This design comes from an exercise in tuning for small area, a short achievable clock period and few clock cycles per item on the open sky130 flow, not from production work.
At most, simulation tests tie the RTL to the original design; equivalence was not proved.

==> trial 62 <==
Design boothsalgo, start of the top module:
module boothsalgo(clock, reset, signal_in, mcand, mplier, product, done_signal, addOP, subOP);
clock: 6.5 ns
lec_check: 0
abc_area: 1
cap_margin: 20
core_margin: 2
core_utilization: 40
setup_slack_margin: 2.0
slew_margin: 20
run.sh (not shown) runs the stock make flow with config.mk's settings and CLKGATE_MAP_FILE= SYNTH_SCRIPT=/design/flow/synth_recipe.tcl, a recipe that flattens the netlist after the stock synthesis.
==> build 86 (differences from trial 62) <==
--- a/flow/design.v
+++ b/flow/design.v
@@ -5,12 +5,11 @@
     output reg signed [63:0] product;
     output reg done_signal;
     output reg [4:0] addOP;
     reg m31;              
     output reg [4:0] subOP;
-    reg [31:0] Xn;        
-    wire [31:0] X = ~Xn;
+    reg [31:0] X;         
     reg [31:0] L;         
     reg [31:0] H;         
     reg        busy;
     reg [3:0] sel;    
     reg [3:0] sel_n;  
@@ -26,75 +25,67 @@
     wire swap = n_mcand < n_mplier;
     wire [8:0] ys = {swap ? mcand[7:0] : mplier[7:0], 1'b0};
     wire [8:0] yn = L[15:7];
     wire [33:0] xe = {{2{X[31]}}, X};
     wire [33:0] x2 = {X[31], X, 1'b0};
-    reg one0_a, two0_a, one0_b, two0_b;    
-    reg neg0, neg0_n;
+    reg one0, two0, neg0;
+    reg one0_n, two0_n, neg0_n;    
     wire ones0 = ys[0] ^ ys[1];
     wire twos0 = (ys[2] & ~ys[1] & ~ys[0]) | (~ys[2] & ys[1] & ys[0]);
     wire onen0 = yn[0] ^ yn[1];
     wire twon0 = (yn[2] & ~yn[1] & ~yn[0]) | (~yn[2] & yn[1] & yn[0]);
-    wire [33:0] pp0 = {(({17{~one0_b}} & xe[33:17]) | ({17{~two0_b}} & x2[33:17])) ^ {17{~neg0_n}},
-                         (({17{~one0_a}} & xe[16:0]) | ({17{~two0_a}} & x2[16:0])) ^ {17{neg0}}};
-    reg one1_a, two1_a, one1_b, two1_b;    
-    reg neg1, neg1_n;
+    wire [33:0] pp0 = {(({17{~one0_n}} & xe[33:17]) | ({17{~two0_n}} & x2[33:17])) ^ {17{~neg0_n}},
+                         (({17{one0}} & xe[16:0]) | ({17{two0}} & x2[16:0])) ^ {17{neg0}}};
+    reg one1, two1, neg1;
+    reg one1_n, two1_n, neg1_n;    
     wire ones1 = ys[2] ^ ys[3];
     wire twos1 = (ys[4] & ~ys[3] & ~ys[2]) | (~ys[4] & ys[3] & ys[2]);
     wire onen1 = yn[2] ^ yn[3];
     wire twon1 = (yn[4] & ~yn[3] & ~yn[2]) | (~yn[4] & yn[3] & yn[2]);
-    wire [33:0] pp1 = {(({17{~one1_b}} & xe[33:17]) | ({17{~two1_b}} & x2[33:17])) ^ {17{~neg1_n}},
-                         (({17{~one1_a}} & xe[16:0]) | ({17{~two1_a}} & x2[16:0])) ^ {17{neg1}}};
-    reg one2_a, two2_a, one2_b, two2_b;    
-    reg neg2, neg2_n;
+    wire [33:0] pp1 = {(({17{~one1_n}} & xe[33:17]) | ({17{~two1_n}} & x2[33:17])) ^ {17{~neg1_n}},
+                         (({17{one1}} & xe[16:0]) | ({17{two1}} & x2[16:0])) ^ {17{neg1}}};
+    reg one2, two2, neg2;
+    reg one2_n, two2_n, neg2_n;    
     wire ones2 = ys[4] ^ ys[5];
     wire twos2 = (ys[6] & ~ys[5] & ~ys[4]) | (~ys[6] & ys[5] & ys[4]);
     wire onen2 = yn[4] ^ yn[5];
     wire twon2 = (yn[6] & ~yn[5] & ~yn[4]) | (~yn[6] & yn[5] & yn[4]);
-    wire [33:0] pp2 = {(({17{~one2_b}} & xe[33:17]) | ({17{~two2_b}} & x2[33:17])) ^ {17{~neg2_n}},
-                         (({17{~one2_a}} & xe[16:0]) | ({17{~two2_a}} & x2[16:0])) ^ {17{neg2}}};
-    reg one3_a, two3_a, one3_b, two3_b;    
-    reg neg3, neg3_n;
+    wire [33:0] pp2 = {(({17{~one2_n}} & xe[33:17]) | ({17{~two2_n}} & x2[33:17])) ^ {17{~neg2_n}},
+                         (({17{one2}} & xe[16:0]) | ({17{two2}} & x2[16:0])) ^ {17{neg2}}};
+    reg one3, two3, neg3;
+    reg one3_n, two3_n, neg3_n;    
     wire ones3 = ys[6] ^ ys[7];
     wire twos3 = (ys[8] & ~ys[7] & ~ys[6]) | (~ys[8] & ys[7] & ys[6]);
     wire onen3 = yn[6] ^ yn[7];
     wire twon3 = (yn[8] & ~yn[7] & ~yn[6]) | (~yn[8] & yn[7] & yn[6]);
-    wire [33:0] pp3 = {(({17{~one3_b}} & xe[33:17]) | ({17{~two3_b}} & x2[33:17])) ^ {17{~neg3_n}},
-                         (({17{~one3_a}} & xe[16:0]) | ({17{~two3_a}} & x2[16:0])) ^ {17{neg3}}};
+    wire [33:0] pp3 = {(({17{~one3_n}} & xe[33:17]) | ({17{~two3_n}} & x2[33:17])) ^ {17{~neg3_n}},
+                         (({17{one3}} & xe[16:0]) | ({17{two3}} & x2[16:0])) ^ {17{neg3}}};
     always @(posedge clock) begin
+        one0 <= signal_in ? ones0 : onen0;
+        two0 <= signal_in ? twos0 : twon0;
         neg0 <= signal_in ? ys[2] : yn[2];
+        one0_n <= ~(signal_in ? ones0 : onen0);
+        two0_n <= ~(signal_in ? twos0 : twon0);
         neg0_n <= ~(signal_in ? ys[2] : yn[2]);
-        one0_b <= ~(signal_in ? ones0 : onen0);
-        two0_b <= ~(signal_in ? twos0 : twon0);
-        if (signal_in | busy) begin
-            one0_a <= ~(signal_in ? ones0 : onen0);
-            two0_a <= ~(signal_in ? twos0 : twon0);
-        end
+        one1 <= signal_in ? ones1 : onen1;
+        two1 <= signal_in ? twos1 : twon1;
         neg1 <= signal_in ? ys[4] : yn[4];
+        one1_n <= ~(signal_in ? ones1 : onen1);
+        two1_n <= ~(signal_in ? twos1 : twon1);
         neg1_n <= ~(signal_in ? ys[4] : yn[4]);
-        one1_b <= ~(signal_in ? ones1 : onen1);
-        two1_b <= ~(signal_in ? twos1 : twon1);
-        if (signal_in | busy) begin
-            one1_a <= ~(signal_in ? ones1 : onen1);
-            two1_a <= ~(signal_in ? twos1 : twon1);
-        end
+        one2 <= signal_in ? ones2 : onen2;
+        two2 <= signal_in ? twos2 : twon2;
         neg2 <= signal_in ? ys[6] : yn[6];
+        one2_n <= ~(signal_in ? ones2 : onen2);
+        two2_n <= ~(signal_in ? twos2 : twon2);
         neg2_n <= ~(signal_in ? ys[6] : yn[6]);
-        one2_b <= ~(signal_in ? ones2 : onen2);
-        two2_b <= ~(signal_in ? twos2 : twon2);
-        if (signal_in | busy) begin
-            one2_a <= ~(signal_in ? ones2 : onen2);
-            two2_a <= ~(signal_in ? twos2 : twon2);
-        end
+        one3 <= signal_in ? ones3 : onen3;
+        two3 <= signal_in ? twos3 : twon3;
         neg3 <= signal_in ? ys[8] : yn[8];
+        one3_n <= ~(signal_in ? ones3 : onen3);
+        two3_n <= ~(signal_in ? twos3 : twon3);
         neg3_n <= ~(signal_in ? ys[8] : yn[8]);
-        one3_b <= ~(signal_in ? ones3 : onen3);
-        two3_b <= ~(signal_in ? twos3 : twon3);
-        if (signal_in | busy) begin
-            one3_a <= ~(signal_in ? ones3 : onen3);
-            two3_a <= ~(signal_in ? twos3 : twon3);
-        end
     end
     wire cs1;
     wire cs2;
     wire cs3;
     wire cs4;
@@ -698,11 +689,11 @@
     always @(posedge clock) begin
         if (reset) begin
             busy <= 1'b0;
             done_signal <= 1'b0;
         end else if (signal_in) begin
-            Xn <= ~(swap ? mplier : mcand);
+            X <= swap ? mplier : mcand;
             L <= swap ? mcand : mplier;
             sel <= 4'd1 << (swap ? n_mcand : n_mplier);
             sel_n <= ~(4'd1 << (swap ? n_mcand : n_mplier));
             H <= 32'd0;
             idx <= 2'd0;
- CORE_UTILIZATION: 40 -> 60
==> build 64 (differences from trial 62) <==
--- a/flow/design.v
+++ b/flow/design.v
@@ -5,12 +5,11 @@
     output reg signed [63:0] product;
     output reg done_signal;
     output reg [4:0] addOP;
     reg m31;              
     output reg [4:0] subOP;
-    reg [31:0] Xn;        
-    wire [31:0] X = ~Xn;
+    reg [31:0] X;         
     reg [31:0] L;         
     reg [31:0] H;         
     reg        busy;
     reg [3:0] sel;    
     reg [3:0] sel_n;  
@@ -26,75 +25,67 @@
     wire swap = n_mcand < n_mplier;
     wire [8:0] ys = {swap ? mcand[7:0] : mplier[7:0], 1'b0};
     wire [8:0] yn = L[15:7];
     wire [33:0] xe = {{2{X[31]}}, X};
     wire [33:0] x2 = {X[31], X, 1'b0};
-    reg one0_a, two0_a, one0_b, two0_b;    
-    reg neg0, neg0_n;
+    reg one0, two0, neg0;
+    reg one0_n, two0_n, neg0_n;    
     wire ones0 = ys[0] ^ ys[1];
     wire twos0 = (ys[2] & ~ys[1] & ~ys[0]) | (~ys[2] & ys[1] & ys[0]);
     wire onen0 = yn[0] ^ yn[1];
     wire twon0 = (yn[2] & ~yn[1] & ~yn[0]) | (~yn[2] & yn[1] & yn[0]);
-    wire [33:0] pp0 = {(({17{~one0_b}} & xe[33:17]) | ({17{~two0_b}} & x2[33:17])) ^ {17{~neg0_n}},
-                         (({17{~one0_a}} & xe[16:0]) | ({17{~two0_a}} & x2[16:0])) ^ {17{neg0}}};
-    reg one1_a, two1_a, one1_b, two1_b;    
-    reg neg1, neg1_n;
+    wire [33:0] pp0 = {(({17{~one0_n}} & xe[33:17]) | ({17{~two0_n}} & x2[33:17])) ^ {17{~neg0_n}},
+                         (({17{one0}} & xe[16:0]) | ({17{two0}} & x2[16:0])) ^ {17{neg0}}};
+    reg one1, two1, neg1;
+    reg one1_n, two1_n, neg1_n;    
     wire ones1 = ys[2] ^ ys[3];
     wire twos1 = (ys[4] & ~ys[3] & ~ys[2]) | (~ys[4] & ys[3] & ys[2]);
     wire onen1 = yn[2] ^ yn[3];
     wire twon1 = (yn[4] & ~yn[3] & ~yn[2]) | (~yn[4] & yn[3] & yn[2]);
-    wire [33:0] pp1 = {(({17{~one1_b}} & xe[33:17]) | ({17{~two1_b}} & x2[33:17])) ^ {17{~neg1_n}},
-                         (({17{~one1_a}} & xe[16:0]) | ({17{~two1_a}} & x2[16:0])) ^ {17{neg1}}};
-    reg one2_a, two2_a, one2_b, two2_b;    
-    reg neg2, neg2_n;
+    wire [33:0] pp1 = {(({17{~one1_n}} & xe[33:17]) | ({17{~two1_n}} & x2[33:17])) ^ {17{~neg1_n}},
+                         (({17{one1}} & xe[16:0]) | ({17{two1}} & x2[16:0])) ^ {17{neg1}}};
+    reg one2, two2, neg2;
+    reg one2_n, two2_n, neg2_n;    
     wire ones2 = ys[4] ^ ys[5];
     wire twos2 = (ys[6] & ~ys[5] & ~ys[4]) | (~ys[6] & ys[5] & ys[4]);
     wire onen2 = yn[4] ^ yn[5];
     wire twon2 = (yn[6] & ~yn[5] & ~yn[4]) | (~yn[6] & yn[5] & yn[4]);
-    wire [33:0] pp2 = {(({17{~one2_b}} & xe[33:17]) | ({17{~two2_b}} & x2[33:17])) ^ {17{~neg2_n}},
-                         (({17{~one2_a}} & xe[16:0]) | ({17{~two2_a}} & x2[16:0])) ^ {17{neg2}}};
-    reg one3_a, two3_a, one3_b, two3_b;    
-    reg neg3, neg3_n;
+    wire [33:0] pp2 = {(({17{~one2_n}} & xe[33:17]) | ({17{~two2_n}} & x2[33:17])) ^ {17{~neg2_n}},
+                         (({17{one2}} & xe[16:0]) | ({17{two2}} & x2[16:0])) ^ {17{neg2}}};
+    reg one3, two3, neg3;
+    reg one3_n, two3_n, neg3_n;    
     wire ones3 = ys[6] ^ ys[7];
     wire twos3 = (ys[8] & ~ys[7] & ~ys[6]) | (~ys[8] & ys[7] & ys[6]);
     wire onen3 = yn[6] ^ yn[7];
     wire twon3 = (yn[8] & ~yn[7] & ~yn[6]) | (~yn[8] & yn[7] & yn[6]);
-    wire [33:0] pp3 = {(({17{~one3_b}} & xe[33:17]) | ({17{~two3_b}} & x2[33:17])) ^ {17{~neg3_n}},
-                         (({17{~one3_a}} & xe[16:0]) | ({17{~two3_a}} & x2[16:0])) ^ {17{neg3}}};
+    wire [33:0] pp3 = {(({17{~one3_n}} & xe[33:17]) | ({17{~two3_n}} & x2[33:17])) ^ {17{~neg3_n}},
+                         (({17{one3}} & xe[16:0]) | ({17{two3}} & x2[16:0])) ^ {17{neg3}}};
     always @(posedge clock) begin
+        one0 <= signal_in ? ones0 : onen0;
+        two0 <= signal_in ? twos0 : twon0;
         neg0 <= signal_in ? ys[2] : yn[2];
+        one0_n <= ~(signal_in ? ones0 : onen0);
+        two0_n <= ~(signal_in ? twos0 : twon0);
         neg0_n <= ~(signal_in ? ys[2] : yn[2]);
-        one0_b <= ~(signal_in ? ones0 : onen0);
-        two0_b <= ~(signal_in ? twos0 : twon0);
-        if (signal_in | busy) begin
-            one0_a <= ~(signal_in ? ones0 : onen0);
-            two0_a <= ~(signal_in ? twos0 : twon0);
-        end
+        one1 <= signal_in ? ones1 : onen1;
+        two1 <= signal_in ? twos1 : twon1;
         neg1 <= signal_in ? ys[4] : yn[4];
+        one1_n <= ~(signal_in ? ones1 : onen1);
+        two1_n <= ~(signal_in ? twos1 : twon1);
         neg1_n <= ~(signal_in ? ys[4] : yn[4]);
-        one1_b <= ~(signal_in ? ones1 : onen1);
-        two1_b <= ~(signal_in ? twos1 : twon1);
-        if (signal_in | busy) begin
-            one1_a <= ~(signal_in ? ones1 : onen1);
-            two1_a <= ~(signal_in ? twos1 : twon1);
-        end
+        one2 <= signal_in ? ones2 : onen2;
+        two2 <= signal_in ? twos2 : twon2;
         neg2 <= signal_in ? ys[6] : yn[6];
+        one2_n <= ~(signal_in ? ones2 : onen2);
+        two2_n <= ~(signal_in ? twos2 : twon2);
         neg2_n <= ~(signal_in ? ys[6] : yn[6]);
-        one2_b <= ~(signal_in ? ones2 : onen2);
-        two2_b <= ~(signal_in ? twos2 : twon2);
-        if (signal_in | busy) begin
-            one2_a <= ~(signal_in ? ones2 : onen2);
-            two2_a <= ~(signal_in ? twos2 : twon2);
-        end
+        one3 <= signal_in ? ones3 : onen3;
+        two3 <= signal_in ? twos3 : twon3;
         neg3 <= signal_in ? ys[8] : yn[8];
+        one3_n <= ~(signal_in ? ones3 : onen3);
+        two3_n <= ~(signal_in ? twos3 : twon3);
         neg3_n <= ~(signal_in ? ys[8] : yn[8]);
-        one3_b <= ~(signal_in ? ones3 : onen3);
-        two3_b <= ~(signal_in ? twos3 : twon3);
-        if (signal_in | busy) begin
-            one3_a <= ~(signal_in ? ones3 : onen3);
-            two3_a <= ~(signal_in ? twos3 : twon3);
-        end
     end
     wire cs1;
     wire cs2;
     wire cs3;
     wire cs4;
@@ -698,11 +689,11 @@
     always @(posedge clock) begin
         if (reset) begin
             busy <= 1'b0;
             done_signal <= 1'b0;
         end else if (signal_in) begin
-            Xn <= ~(swap ? mplier : mcand);
+            X <= swap ? mplier : mcand;
             L <= swap ? mcand : mplier;
             sel <= 4'd1 << (swap ? n_mcand : n_mplier);
             sel_n <= ~(4'd1 << (swap ? n_mcand : n_mplier));
             H <= 32'd0;
             idx <= 2'd0;
- PLACE_DENSITY: not set -> 0.75
==> run summary <==
- Crit Path Class: flip-flop to flip-flop
- Global-route met2 utilization: a little under half
- Period utilisation layout: approximately 69%
- Adder-cell share of the synthesized area: between 20% and 30%
- Total buffers and inverters traversed by the critical path: 5
- Routability congestion estimate: roughly 1.0
- XOR/XNOR Fraction of Synth Area: approximately 7.7%
- Total area of multi-input combinational cells: approximately 10000 sq um
- Capture point of the critical path: H[23]
- Critical path required time: 6.70 ns
- Run status: no timing/DRC/antenna violations
- Initial core utilization: about two fifths
- Chip width: between 200 and 250 microns
- Clock-cell share: 3.25%
the above is filed under build 64

==> run summary <==
- Total area of multi-input combinational cells: 10900 sq um
- Run status: no timing/DRC/antenna violations
- Capture point of the critical path: product[17]
- Initial core utilization: 40.4%
- Routability congestion estimate: 0.965
- Crit Path Class: flip-flop to output pin
- Chip width: between 200 and 250 microns
- Critical path required time: roughly 5.2 ns
- Total buffers and inverters traversed by the critical path: 2
- Period utilisation layout: between 60 and 70%
- XOR/XNOR Fraction of Synth Area: around 8%
the above is filed under trial 62

==> run summary <==
- Run status: no timing/DRC/antenna violations
- Critical path required time: around 6.7 ns
- Total buffers and inverters traversed by the critical path: 7
- Number of maximum-capacitance violations: 0
- Adder-cell share of the synthesized area: a little over a fifth
- Worst max-slew margin expressed relative to the limit: between 20% and 30%
- Total area of multi-input combinational cells: roughly 11000 sq um
- Routability congestion estimate: between 1 and 1.5
- Global-route met2 utilization: around 66%
- Clock-cell share: 3.26%
- Initial core utilization: about 61%
- Async SR Flop Fraction: 0%
- Capture point of the critical path: H[30]
- Layout fillers: 1928
the above is filed under build 86

Testbench counts of build 86, summed over its fixed seeds: cycles 8,914, mults 3,200.
Testbench counts of build 64, summed over its fixed seeds: cycles 8,914, mults 3,200.
The RTL of trial 62 was laid out without a check of its function.

## what the ideal ports hide
How much do the figures lean on ideal ports? The routed layouts below were timed once more, with nothing changed but the port constraints. Step 1: set_driving_cell puts a clkbuf_16 on clock and a buf_2 on each other input, an assumption about the parent block. Step 2 moves the port delays by t, midway between the first and last clock arrival at a register: inputs arrive t later, outputs are due t later. That takes back most of the time a late clock gives input paths. a / b / c = no drivers / after step 1 / after step 2; a / b = the first two.
run	shift t [ns]	slack for setup (ns)	slew at the worst register clock pin (ns)
trial 62	0.506	2.020 / 1.966 / 1.719	0.09 / 0.09
build 86	0.498	1.915 / 1.915 / 1.766	0.08 / 0.08
build 64	0.499	2.004 / 1.958 / 1.778	0.09 / 0.09
After both steps setup and hold are still met in every run listed. For trial 62, which loses most, drivers alone change the setup slack by -0.054 ns; drivers and shift together by -0.301 ns.
